Background: an optimization exercise with open tools, aiming at small area. Do not read the settings as production practice.
Function was checked by simulation only, so behaviour that the tests miss may differ from the original.
Power and IR drop assume default switching activity.

==> flow/design.v <==
`timescale 1ns / 1ps
module ALU(
    input  [7:0] SrcA, 
    input  [7:0] SrcB,
    input  [3:0] ALUControl,
    output reg [7:0] ALUResult,
    output reg Zero
);
parameter ADD          = 4'b1000;
parameter SUBTRACT     = 4'b1001;
parameter MULTIPLY     = 4'b1010;
parameter DIVIDE       = 4'b1011;
parameter AND          = 4'b1100;
parameter OR           = 4'b1101;
parameter NOT          = 4'b1110;
parameter XOR          = 4'b1111;
parameter Right_Shift  = 4'b0110;
parameter Left_Shift   = 4'b0111;
parameter LOAD         = 4'b0010;  
parameter STORE        = 4'b0011;   
parameter JUMP         = 4'b0100;
parameter Equal_to     = 4'b0101;
always @(*) begin
    case (ALUControl)
        ADD:          ALUResult = SrcA + SrcB;
        SUBTRACT:     ALUResult = SrcA + (~SrcB + 1'b1);
        MULTIPLY:     ALUResult = SrcA * SrcB;
        DIVIDE:       ALUResult = (SrcB != 0) ? SrcA / SrcB : 8'b0;
        AND:          ALUResult = SrcA & SrcB;
        OR:           ALUResult = SrcA | SrcB;
        NOT:          ALUResult = ~SrcA;
        XOR:          ALUResult = SrcA ^ SrcB;
        Right_Shift:  ALUResult = $signed(SrcA) >>> 1;
        Left_Shift:   ALUResult = $signed(SrcA) << 1;
        Equal_to:    ALUResult = (SrcA == SrcB) ? 8'b00000001 : 8'b00000000;
        default:   begin
          ALUResult = 8'b00000000;
        end
    endcase
      Zero = (ALUResult == 0) ? 1'b1 : 1'b0;
end
endmodule
module ControlUnit(
    input [3:0] opcode,
    input [2:0] funct,
    input Zero,
    output reg RegWrite,
    output reg ALUSrc,
    output reg MemWrite,
    output reg [3:0] ALUControl,
    output reg ResultSrc,
    output reg PCSrc
);
parameter OP_RTYPE        = 4'b0000;
parameter OP_LOAD_IM      = 4'b0001;
parameter OP_LOAD         = 4'b0010;
parameter OP_STORE        = 4'b0011;
parameter OP_JUMP         = 4'b0100;
parameter OP_EQUAL_TO     = 4'b0101;
parameter OP_RIGHT_SHIFT  = 4'b0110;
parameter OP_LEFT_SHIFT   = 4'b0111;
parameter OP_ADDI         = 4'b1000;
parameter OP_BEQ          = 4'b1001;
parameter F_ADD           = 3'b000;
parameter F_SUBTRACT      = 3'b001;
parameter F_MULTIPLY      = 3'b010;
parameter F_DIVIDE        = 3'b011;
parameter F_AND           = 3'b100;
parameter F_OR            = 3'b101;
parameter F_XOR           = 3'b110;
parameter F_NOT           = 3'b111;
parameter ALU_ADD         = 4'b1000;
parameter ALU_SUBTRACT    = 4'b1001;
parameter ALU_MULTIPLY    = 4'b1010;
parameter ALU_DIVIDE      = 4'b1011;
parameter ALU_AND         = 4'b1100;
parameter ALU_OR          = 4'b1101;
parameter ALU_NOT         = 4'b1110;
parameter ALU_XOR         = 4'b1111;
parameter ALU_RIGHT_SHIFT = 4'b0110;
parameter ALU_LEFT_SHIFT  = 4'b0111;
parameter ALU_EQUAL_TO    = 4'b0101;
  always @(*) begin
    RegWrite    = 0;
    ALUSrc      = 0;
    MemWrite    = 0;
    ALUControl  = 4'b0000;
    ResultSrc   = 0;
    PCSrc       = 0;
    case (opcode)
        OP_RTYPE: begin
            RegWrite = 1;
            ALUSrc   = 0;
            case (funct)
                F_ADD:      ALUControl = ALU_ADD;
                F_SUBTRACT: ALUControl = ALU_SUBTRACT;
                F_MULTIPLY: ALUControl = ALU_MULTIPLY;
                F_DIVIDE:   ALUControl = ALU_DIVIDE;
                F_AND:      ALUControl = ALU_AND;
                F_OR:       ALUControl = ALU_OR;
                F_XOR:      ALUControl = ALU_XOR;
                F_NOT:      ALUControl = ALU_NOT;
            endcase
        end
        OP_LOAD_IM: begin
            RegWrite   = 1;
            ALUSrc     = 1;
            ALUControl = ALU_ADD;
            ResultSrc  = 0;
        end
        OP_LOAD: begin
            RegWrite   = 1;
            ALUSrc     = 1;
            ALUControl = ALU_ADD;
            ResultSrc  = 1;
        end
        OP_STORE: begin
        RegWrite = 1;
            ALUSrc     = 1;
            ResultSrc = 0;
            MemWrite   = 1;
            ALUControl = ALU_ADD;
        end
        OP_EQUAL_TO: begin
            ALUControl = ALU_EQUAL_TO;
            PCSrc      = Zero;
        end
        OP_JUMP: begin
            PCSrc = 1;
        end
        OP_RIGHT_SHIFT: begin
            RegWrite   = 1;
            ALUSrc     = 0;
            ALUControl = ALU_RIGHT_SHIFT;
        end
        OP_LEFT_SHIFT: begin
            RegWrite   = 1;
            ALUSrc     = 0;
            ALUControl = ALU_LEFT_SHIFT;
        end
        OP_ADDI: begin
        RegWrite   = 1;
    ALUSrc     = 1;
    ALUControl = ALU_ADD;
    ResultSrc  = 0;
        end
        OP_BEQ: begin
       RegWrite = 0;
       ALUControl = ALU_EQUAL_TO;
       MemWrite = 0;
       ResultSrc = 0;
       ALUSrc = 0;
       PCSrc = Zero;
       end
        default: ALUControl = 4'b0000;
    endcase
end
endmodule
module Extender(
    input  [2:0] in0,
    output reg [7:0] ImmExt
);
    always @(*) begin
        if (in0[2] == 0)
            ImmExt = {5'b00000, in0};  
        else
            ImmExt = {5'b11111, in0};  
    end
endmodule
module Register_file(rdata1, rdata2, wrtData, srcreg1, srcreg2, destreg, write, clk, reset);
input clk, reset, write;
input [2:0] srcreg1, srcreg2, destreg;
input [7:0] wrtData;
output [7:0] rdata1, rdata2;
integer i;
reg [7:0] regfile [0:7];
assign rdata1 = regfile[srcreg1];
assign rdata2 = regfile[srcreg2];
always @ (posedge   clk or posedge reset )begin
if (reset) begin
  for ( i = 0; i < 8; i = i + 1)
    regfile[i] <= i;
end
else  if (write) begin 
    regfile[destreg] <= wrtData;
end
end
endmodule
module MUX_2x1(
input [7:0] in0, input [7:0] in1, input select, output [7:0] out0
    );
    assign out0 = (select ==0) ? in0 : in1;
endmodule
module Forwarding_Mux( Src_in, Result, ALU_Result, forward, Src_out);
input [7:0] Src_in;
input [7:0] Result;
input [7:0] ALU_Result;
input [1:0] forward;
output [7:0] Src_out;
assign Src_out = (forward == 2'b00) ? Src_in:
                 (forward == 2'b01) ? ALU_Result:
                 (forward == 2'b10) ? Result:
                 Src_in;
                 endmodule 
module pc(pc, clk, reset, pcnext, stallF);
input clk, reset;
input [7:0] pcnext;
input stallF;
output reg [7:0] pc;
always  @(posedge   clk or posedge reset) begin
if(reset)
pc <= 8'b0;
else if (!stallF)
pc <= pcnext;
end
endmodule
module IF_ID(
  input [7:0] pcplus1_f,
  input [15:0] instr_f,
  input [7:0] pc_f,
  output reg [7:0] pc_d,
  output reg [7:0] pcplus1_d,
  output reg [15:0] instr_d,
  input clk, input reset,
  input stallD, flushD
);
 always @(posedge clk or posedge reset) begin
  if (reset) begin
    pcplus1_d <= 8'd0;
    instr_d <= 16'd0;
    pc_d <= 8'd0;
  end else if (flushD) begin
    pcplus1_d <= 8'd0;
    instr_d <= 16'd0;
    pc_d <= 8'd0;
  end else if (!stallD) begin
    pcplus1_d <= pcplus1_f;
    instr_d <= instr_f;
    pc_d <= pc_f;
  end
end
endmodule
module ID_EX(
  input [7:0] SrcA, SrcB_reg, pcplus1, ImmExt,
  input [2:0] destreg, Rs1D, Rs2D,
  input RegWrite, ALUSrc, ResultSrc, MemWrite,
  input [3:0] ALUControl,
  output reg [7:0] SrcA_out, SrcB_reg_out, pcplus1_out, ImmExt_out,
  output reg [2:0] destreg_out, Rs1E, Rs2E,
  output reg RegWrite_out, ALUSrc_out, ResultSrc_out, MemWrite_out,
  output reg [3:0] ALUControl_out,
  input clk, input reset, flushE
);
  always @(posedge clk or posedge reset) begin
  if (reset) begin
    SrcA_out <= 0; SrcB_reg_out <= 0; pcplus1_out <= 0; ImmExt_out <= 0;
    destreg_out <= 0; Rs1E <= 0; Rs2E <= 0; RegWrite_out <= 0; ALUSrc_out <= 0; ResultSrc_out <= 0;
    MemWrite_out <= 0; ALUControl_out <= 0;
  end else begin
    if (flushE) begin
      SrcA_out <= 0; SrcB_reg_out <= 0; pcplus1_out <= 0; ImmExt_out <= 0;
      destreg_out <= 0; Rs1E <= 0; Rs2E <= 0; RegWrite_out <= 0; ALUSrc_out <= 0; ResultSrc_out <= 0;
      MemWrite_out <= 0; ALUControl_out <= 0;
    end else begin
      SrcA_out <= SrcA; SrcB_reg_out <= SrcB_reg; pcplus1_out <= pcplus1; ImmExt_out <= ImmExt;
      destreg_out <= destreg; Rs1E <= Rs1D; Rs2E <= Rs2D;
      RegWrite_out <= RegWrite; ALUSrc_out <= ALUSrc; ResultSrc_out <= ResultSrc;
      MemWrite_out <= MemWrite; ALUControl_out <= ALUControl;
    end
  end
end
endmodule
module EX_MEM(
  input [7:0] ALUResult, SrcB_reg, pcplus1,
  input [2:0] destreg,
  input RegWrite, MemWrite, ResultSrc,
  output reg [7:0] ALUResult_out, WriteData_out, pcplus1_out,
  output reg [2:0] destreg_out,
  output reg RegWrite_out, MemWrite_out, ResultSrc_out,
  input clk, input reset
);
  always @(posedge clk or posedge reset) begin
    if (reset) begin
      ALUResult_out <= 0; WriteData_out <= 0; pcplus1_out <= 0;
      destreg_out <= 0; RegWrite_out <= 0; MemWrite_out <= 0; ResultSrc_out <= 0;
    end else begin
      ALUResult_out <= ALUResult; WriteData_out <= SrcB_reg; pcplus1_out <= pcplus1;
      destreg_out <= destreg;
      RegWrite_out <= RegWrite; MemWrite_out <= MemWrite; ResultSrc_out <= ResultSrc;
    end
  end
endmodule
module MEM_WB(
  input [7:0] ReadData, ALUResult, pcplus1,
  input [2:0] destreg,
  input RegWrite, ResultSrc,
  output reg [7:0] ReadData_out, ALUResult_out, pcplus1_out,
  output reg [2:0] destreg_out,
  output reg RegWrite_out, ResultSrc_out,
  input clk, input reset
);
  always @(posedge clk or posedge reset) begin
    if (reset) begin
      ReadData_out <= 0; ALUResult_out <= 0; pcplus1_out <= 0;
      destreg_out <= 0; RegWrite_out <= 0; ResultSrc_out <= 0;
    end else begin
      ReadData_out <= ReadData; ALUResult_out <= ALUResult; pcplus1_out <= pcplus1;
      destreg_out <= destreg;
      RegWrite_out <= RegWrite; ResultSrc_out <= ResultSrc;
    end
  end
endmodule
module Hazard_unit( 
input [2:0] Rs1D, Rs2D, Rs1E, Rs2E, a1_d, a1_e, a1_w, a1_m,
input [3:0] opcode,
input regwrite_m, regwrite_w, ResultSrc_e, pcsrc,
output reg StallF, StallD, FlushD, FlushE,
output reg [1:0] ForwardAE, ForwardBE);
wire hzd;
assign hzd = (ResultSrc_e && (a1_e != 0) &&
              ((a1_e == a1_d) || (a1_e == Rs1D) || (a1_e == Rs2D)) &&
              (opcode != 4'b0101) && (opcode != 4'b0100));
always @(*) begin
        StallF = hzd;
        StallD = hzd;
        FlushE = hzd;
        FlushD = pcsrc;  
    end                           
always @(*) begin
        if (regwrite_m && (a1_m != 0) && (a1_m == Rs1E))
            ForwardAE = 2'b01;  
        else if (regwrite_w && (a1_w != 0) && (a1_w == Rs1E))
            ForwardAE = 2'b10;  
        else
            ForwardAE = 2'b00;  
        if (regwrite_m && (a1_m != 0) && (a1_m == Rs2E))
            ForwardBE = 2'b01;  
        else if (regwrite_w && (a1_w != 0) && (a1_w == Rs2E))
            ForwardBE = 2'b10;  
        else
            ForwardBE = 2'b00;  
    end
endmodule
module Pipelined_Processor(
input CLK,
input reset,
output [7:0] imem_addr,
input [15:0] imem_data,
output [7:0] dmem_addr,
output [7:0] dmem_wdata,
output dmem_we,
input [7:0] dmem_rdata,
output [7:0] result 
   );
wire pcsrc;
wire [7:0] pcplus1_f;
wire [7:0] pcnext_f;
wire [7:0] pc_f, pc_d;
wire [15:0] instr_f, instr_d;
wire signed [7:0] SrcA_d, SrcA_e;
wire signed [7:0] RD1e, RD2e;  
wire signed [7:0] SrcB ;
wire Zero;
wire [7:0] ALUResult_e, ALUResult_m, ALUResult_w;
wire [3:0] ALUControl_d, ALUControl_e;
wire ALUSrc_d, ALUSrc_e, ResultSrc_e, ResultSrc_d, ResultSrc_m, ResultSrc_w;
wire [7:0] pcplus1_d, pcplus1_e, pcplus1_m, pcplus1_w;
wire [2:0] a1_d, Rs1D, Rs2D;
wire [2:0] Rs1E, Rs2E;
wire [2:0] a1_e, a1_m, a1_w;  
wire [3:0] opcode;
wire [2:0] funct;
wire [7:0] SrcB_reg, SrcB_reg_e, SrcB_reg_m;
wire [7:0] wrtdata;
wire [7:0] read_data_w, read_data_m;
wire MemWrite_d, MemWrite_e, MemWrite_m;
wire regwrite_d, regwrite_e, regwrite_w, regwrite_m;
wire [7:0] ImmExt_d, ImmExt_e;  
wire [1:0] ForwardAE, ForwardBE;
wire stallF, flushD, stallD, flushE;
pc p0(.pcnext(pcnext_f),. reset(reset), .pc(pc_f), .stallF(stallF), .clk(CLK));
assign pcplus1_f = pc_f + 1;
assign imem_addr = pc_f;
assign instr_f = imem_data;
assign opcode = instr_f[15:12];
assign pcnext_f = (opcode == 4'b0101 && Zero) ? (pc_f + ImmExt_d) : 
  (pcsrc) ? ImmExt_d :
                (pc_f + 1);
assign a1_d = instr_f[8:6];   
assign funct = instr_f[11:9];
assign Rs1D = instr_f[5:3];
assign Rs2D = instr_f[2:0];
  Extender e0(.in0(Rs2D), .ImmExt(ImmExt_d));
IF_ID l0(.clk(CLK), .flushD(flushD), .stallD(stallD), .pcplus1_f(pcnext_f), .pcplus1_d(pcplus1_d),  .reset(reset), .pc_f(pc_f), .pc_d(pc_d),  .instr_d(instr_d), .instr_f(instr_f));
ControlUnit c0(.opcode(opcode), .funct(funct), .Zero(Zero), .ALUSrc(ALUSrc_d), .MemWrite(MemWrite_d), .ALUControl(ALUControl_d), .ResultSrc(ResultSrc_d), .PCSrc(pcsrc), .RegWrite(regwrite_d));
  Register_file r0(.clk(CLK), .reset(reset), .write(regwrite_w), .destreg(a1_w), .srcreg1(Rs1D), .srcreg2(Rs2D), .rdata1(SrcA_d), .rdata2(SrcB_reg), .wrtData(wrtdata));
ID_EX l1(.clk(CLK), .flushE(flushE), .reset(reset), .SrcA(SrcA_d), .SrcB_reg(SrcB_reg), 
.pcplus1(pcplus1_d), .ImmExt(ImmExt_d), 
.destreg(a1_d), .Rs1D(Rs1D), .Rs2D(Rs2D), .Rs1E(Rs1E), .Rs2E(Rs2E),
.RegWrite(regwrite_d), .ALUSrc(ALUSrc_d), .ResultSrc(ResultSrc_d), 
.MemWrite(MemWrite_d), .ALUControl(ALUControl_d), 
.SrcA_out(RD1e),
.SrcB_reg_out(RD2e), 
.pcplus1_out(pcplus1_e),
.ImmExt_out(ImmExt_e), .destreg_out(a1_e), 
.RegWrite_out(regwrite_e), .ALUSrc_out(ALUSrc_e), 
.ResultSrc_out(ResultSrc_e), 
.MemWrite_out(MemWrite_e), 
.ALUControl_out(ALUControl_e));
Forwarding_Mux m0(.Src_in(RD1e), .Result(wrtdata), .ALU_Result(ALUResult_m), .forward(ForwardAE), .Src_out(SrcA_e));
Forwarding_Mux m1(.Src_in(RD2e), .Result(wrtdata), .ALU_Result(ALUResult_m), .forward(ForwardBE), .Src_out(SrcB_reg_e));
MUX_2x1 alu(.in0(SrcB_reg_e), .in1(ImmExt_e), .select(ALUSrc_e), .out0(SrcB));
ALU a0( .SrcA(SrcA_e), .SrcB(SrcB), .Zero(Zero), .ALUResult(ALUResult_e), .ALUControl(ALUControl_e));
EX_MEM l2(.clk(CLK), .reset(reset), 
.ALUResult(ALUResult_e), .SrcB_reg(SrcB_reg_e),
.pcplus1(pcplus1_e), 
          .RegWrite(regwrite_e), .MemWrite(MemWrite_e),
          .ResultSrc(ResultSrc_e), 
.ALUResult_out(ALUResult_m), .destreg(a1_e), 
.WriteData_out(SrcB_reg_m ), .pcplus1_out(pcplus1_m), .destreg_out(a1_m), .RegWrite_out(regwrite_m), .MemWrite_out(MemWrite_m), .ResultSrc_out(ResultSrc_m));
assign dmem_addr = ALUResult_m;
assign dmem_wdata = SrcB_reg_m;
assign dmem_we = MemWrite_m;
assign read_data_m = dmem_rdata;
MEM_WB l3(.clk(CLK), .reset(reset), .ReadData(read_data_m), .ALUResult(ALUResult_m), .pcplus1(pcplus1_m), .destreg(a1_m), .RegWrite(regwrite_m), .ResultSrc(ResultSrc_m), .ReadData_out(read_data_w), .ALUResult_out(ALUResult_w), .pcplus1_out(pcplus1_w), .destreg_out(a1_w), .RegWrite_out(regwrite_w), .ResultSrc_out(ResultSrc_w));
MUX_2x1 read(.in0(ALUResult_w), .in1(read_data_w), .select(ResultSrc_w), .out0(wrtdata));
assign result = wrtdata;
Hazard_unit h0(.Rs1D(Rs1D), .Rs2D(Rs2D), .Rs1E(Rs1E), .Rs2E(Rs2E), .a1_d(a1_d), .a1_e(a1_e), .a1_w(a1_w), .a1_m(a1_m), .opcode(opcode), .regwrite_m(regwrite_m), .regwrite_w(regwrite_w), .ResultSrc_e(ResultSrc_e), .pcsrc(pcsrc), .StallF(stallF), .StallD(stallD), .FlushD(flushD), .FlushE(flushE), .ForwardAE(ForwardAE), .ForwardBE(ForwardBE));
endmodule
==> flow/run.sh <==
#!/bin/bash
# synth_recipe.tcl (not shown) runs the flow's synth.tcl, then flattens the netlist and writes it again
# the make line also repeats each setting of config.mk as NAME=value (left out here)
make -C /OpenROAD-flow-scripts/flow DESIGN_CONFIG=/design/flow/config.mk WORK_HOME=/design/flow/orfs CLKGATE_MAP_FILE= SYNTH_SCRIPT=/design/flow/synth_recipe.tcl finish
==> flow/config.mk <==
export PLATFORM = sky130hd
export DESIGN_NAME = Pipelined_Processor
export DESIGN_NICKNAME = Pipelined_Processor
export VERILOG_FILES = /design/flow/design.v
export SDC_FILE = /design/flow/constraint.sdc
export NUM_CORES = 4
export LEC_CHECK = 0
export CAP_MARGIN = 20
export CORE_MARGIN = 2
export CORE_UTILIZATION = 40
export SLEW_MARGIN = 20
==> flow/constraint.sdc <==
create_clock -name core_clock -period 13.5 [get_ports {CLK}]
set_input_delay 2.7000 -clock core_clock [delete_from_list [all_inputs] [get_ports {CLK}]]
set_output_delay 2.7000 -clock core_clock [all_outputs]
set_load 0.01 [all_outputs]
==> summary.txt <==
Run status
  – Outcome: complete, no violations

CTS
  – CTS clk-pin slew, worst paths: 0.07 ns
  – Clock Latency Late Sink: 0.44 ns
  – Clock buffer depth: 2
  – Clock Sinks: 148
  – H-Tree Level Count: 4
  – Root buf cell: clkbuf_16
  – CTS tree: yes
  – Clock buffers created by TritonCTS: 17

Die
  – Die area: 29,690 um^2
  – Die Span Y: 172.3 um
  – Core area: 27,860 um^2
  – Initial Util: 40.67%
  – Die span in x: 172.3 um
  – Ports: 59
  – FP Rows: 61

Drt
  – WL/cell: 20.16 um
  – Total number of vias: 10,180
  – WL final: 35,840 um
  – Vias per Instance: 5.724
  – DRC viols: 0
  – DRT Pass-1 Iters: 5
  – Routed Antenna Nets: 0
  – Initial DRC Count: 821

Worst setup path
  – Worst setup path startpoint: l2.destreg_out[2]
  – CP Capture Type: flop
  – Element type at the critical path start: flop
  – Max FO, Critical Path: 8
  – Critical Path AT: 13.25 ns
  – CP required: 13.82 ns
  – CP max-delay cell: dfrtp_2
  – Setup CP Type: flop to flop
  – Worst r2r src: l2.destreg_out[2]
  – Critical Path Most Common Cell: o21a_1
  – Worst R2R Setup Slack: 0.58 ns
  – Worst path max stage delay: 0.45 ns

Global route
  – First-pass GRT wire length: 56,330 um
  – Total global routing overflow: 0
  – Vias in the first global route: 9,930
  – Largest net degree at the start of global routing: 81
  – Overall global routing resource usage: 24.94%
  – Initial antenna violation count: 1

Logic synthesis
  – XOR/XNOR Fraction of Synth Area: 4.859%
  – Synth Cell Area: 11,330 um^2
  – Post-synth top flop: dfrtp_1
  – Main combinational cell family by area after synthesis: compound AO/OA/AOI/OAI gates
  – Flip-flop and latch count after synthesis: 148
  – Number of synthesized flops with an enable pin: 0
  – Seq/Total Area, Yosys: 32.82%
  – YS warnings: 11
  – Multiplexer share of the synthesized area: 6.868%
  – Synth Area in Simple Gates: 16.76%
  – Avg Inst Size Synth: 8.804 um^2
  – Syn nets: 1,414
  – Synth Instances: 1,287
  – Synth cell types: 94
  – Post-Synth Adder-Cell Area: 12.15%
  – Compound-gate portion of the synthesized area: 21.46%
  – Asr flop ratio synth: 100.0%

Place
  – Routability cong.: 0.9357
  – Cells after DPL: 1,731
  – DP HPWL: 26,270 um
  – Port Buf Inserts: 58

STA
  – Tightest Pin Transition: 1.063 ns
  – Setup_tns: 0 ns
  – Final number of setup-violating endpoints: 0
  – Final Skew: 0.01579 ns
  – Slew Limit Fails: 0
  – Tcrit/Tclk final: 95.72%
  – Final hold viol count: 0
  – Rel. slew slack: 28.19%
  – Hold_ws: 0.3548 ns
  – Fin crit period: 12.92 ns
  – Fmax achieved: 77.38 MHz

Pwr
  – Tot Pwr: 2.886 mW
  – Leakage: 6.009 nW
  – Maximum vdd ir drop: 0.08810 mV
  – Total power divided by cell area: 212.3 nW/um^2

Cells and area
  – Post-route insts no fill: 1,778
  – Filler instances: 2,658
  – Share of post-route cells with drive strength above 1: 16.58%
  – Area growth, synth to finish: 19.94%
  – Total Nets Final: 1,513

Min path
  – Worst hold path type: flop to flop
  – HP Start: l1.MemWrite_out

Flow run
  – Max-cap violation count: 0
## final cells by class
class | count | area (um^2) | share of cell area, %
multi-input cells | 998 | 7283 | 53.59
clock inverters | 15 | 176.4 | 1.298
diodes | 1 | 2.502 | 0.01841
flip-flops and latches | 148 | 3720 | 27.37
inverters | 81 | 314.1 | 2.311
well taps | 378 | 473.0 | 3.480
clock buffers | 17 | 425.4 | 3.130
repair buffers | 140 | 1196 | 8.801
## Yosys cell counts, types with 5 or more instances
cell type | number | area [um^2]
nand2_1 | 108 | 405.4
ha_1 | 86 | 1076
o21a_1 | 18 | 135.1
nor3b_1 | 6 | 45.04
and3_1 | 8 | 50.05
buf_2 | 7 | 35.03
o211ai_1 | 7 | 52.55
xor2_1 | 16 | 140.1
o22ai_1 | 17 | 106.4
a221o_1 | 6 | 60.06
a22oi_1 | 9 | 67.56
o221ai_1 | 11 | 96.34
nand2b_1 | 16 | 100.1
buf_4 | 5 | 37.54
nand3_1 | 32 | 160.2
a211oi_1 | 18 | 135.1
clkbuf_1 | 42 | 157.7
xnor2_1 | 38 | 332.8
o21ai_0 | 93 | 465.5
nor3_1 | 34 | 170.2
a221oi_1 | 8 | 70.07
nor2b_1 | 18 | 112.6
a21o_1 | 13 | 97.59
mux2_2 | 26 | 292.8
nand4_1 | 5 | 31.28
mux2i_1 | 35 | 350.3
nor2_1 | 134 | 503.0
a21oi_1 | 96 | 480.5
inv_1 | 73 | 274.0
dfstp_2 | 12 | 315.3
fa_1 | 15 | 300.3
and2_1 | 7 | 43.79
dfrtp_1 | 136 | 3403
a31oi_1 | 7 | 43.79
o21bai_1 | 9 | 67.56
or3_1 | 5 | 31.28
mux4_2 | 5 | 112.6
## layout by cell type, fill, tap and decap left out, types with 9 or more instances in the layout
cell type	Yosys	layout
nor2_1	134	125
inv_1	73	72
xnor2_1	38	37
clkdlybuf4s50_1	0	58
a21oi_1	96	89
o221ai_1	11	9
nand2b_1	16	16
xor2_1	16	16
buf_4	5	82
clkbuf_16	0	17
nor3_1	34	32
o21bai_1	9	9
o22ai_1	17	17
mux2_2	26	25
ha_1	86	85
a21o_1	13	13
nor2b_1	18	16
dfrtp_1	136	135
mux2i_1	35	33
o21ai_0	93	89
o21a_1	18	17
nand2_1	108	108
dfstp_2	12	12
a211oi_1	18	16
fa_1	15	15
nand3_1	32	32
## repair_timing
action	CTS	global route
endpoints found under the setup margin	8	9
pin swaps	1	17
hold buffers	0	0
setup buffers	1	13
hold endpoints to repair	0	0
gates resized for setup	7	44
## power breakdown
| part | total, mW | switching (mW) | internal, mW |
|---|---|---|---|
| logic | 1.74 | 0.933 | 0.802 |
| clock network | 0.478 | 0.227 | 0.251 |
| registers | 0.673 | 0.106 | 0.567 |
## kinds of logic after synthesis
group,count (synthesis)
simple gates,402
compound gates,370
flops,148
buf+inv,141
fa+ha+maj,101
mux,67
xor+xnor,58
## registers in the layout, summed over array words and instances, names as in the netlist, 2 cells and up
signal	flops
r0.regfile	64
l1.SrcA_out	8
l1.SrcB_reg_out	8
l2.ALUResult_out	8
l2.WriteData_out	8
l3.ALUResult_out	8
l3.ReadData_out	8
p0.pc	8
l1.ALUControl_out	4
l1.Rs1E	3
l1.destreg_out	3
l2.destreg_out	3
l3.destreg_out	3
l1.Rs2E	2
## path summary, 6_finish.rpt
check	cells past startpoint	to
max	71	p0.pc[7]
min	0	l2.MemWrite_out
max reg2reg	71	p0.pc[7]
min reg2reg	0	l2.MemWrite_out
max in group asynchronous	3	l2.destreg_out[2]
min in group asynchronous	2	l3.ReadData_out[5]
## metrics by stage
step,util (%),instance area (um^2),setup WS [ns]
3_5_place_dp,45.44,12660,-0.5845
5_1_grt,48.78,13590,-0.1675
2_1_floorplan,-,11330,0.5837
4_1_cts,47.73,13300,0.09121
6_report,48.79,13590,0.5774
3_3_place_gp,45.44,12660,-0.06879
## worst max-delay path, delay by kind of cell, from the launching register on
family                     cells  cell delay (ns)
buffers and inverters          2             0.24
muxes                          3             0.82
DFF                            1             0.45
adders and majority gates      8             2.37
AOI/OAI and AO/OA             34             5.52
and+or+nand+nor               24             3.37
## per-layer routing
layer / up-vias / track usage [%] / wire (um)
li1: 4809 / - / -
met1: 4943 / 34.66 / 16320
met2: 367 / 38.73 / 16090
met3: 58 / 5.631 / 2575
met4: 0 / 7.673 / 852
met5: - / 0 / 0

-- re-timing with driven ports --
In the flow no input, the clock included, has a driving cell. The finished layout below was timed again as built, in two steps. Step 1: set_driving_cell puts a clkbuf_16 on CLK and a buf_2 on each other input, an assumption about the parent block. Step 2 times the ports against the registers' clock, not the clock port: input delays grow and output delays shrink by t, the midpoint of the rising clock arrivals with the driver on. a / b / c = ideal ports / drivers / drivers and shift; a / b = the first two.
shift t [ns]: 0.476
setup slack, ns: 0.577 / 0.577 / 0.577
hold WS [ns]: 0.355 / 0.355 / 0.355
After both steps this run still meets setup and hold. The setup slack of this run moves by 0.000 ns with the drivers and by 0.000 ns with both steps.
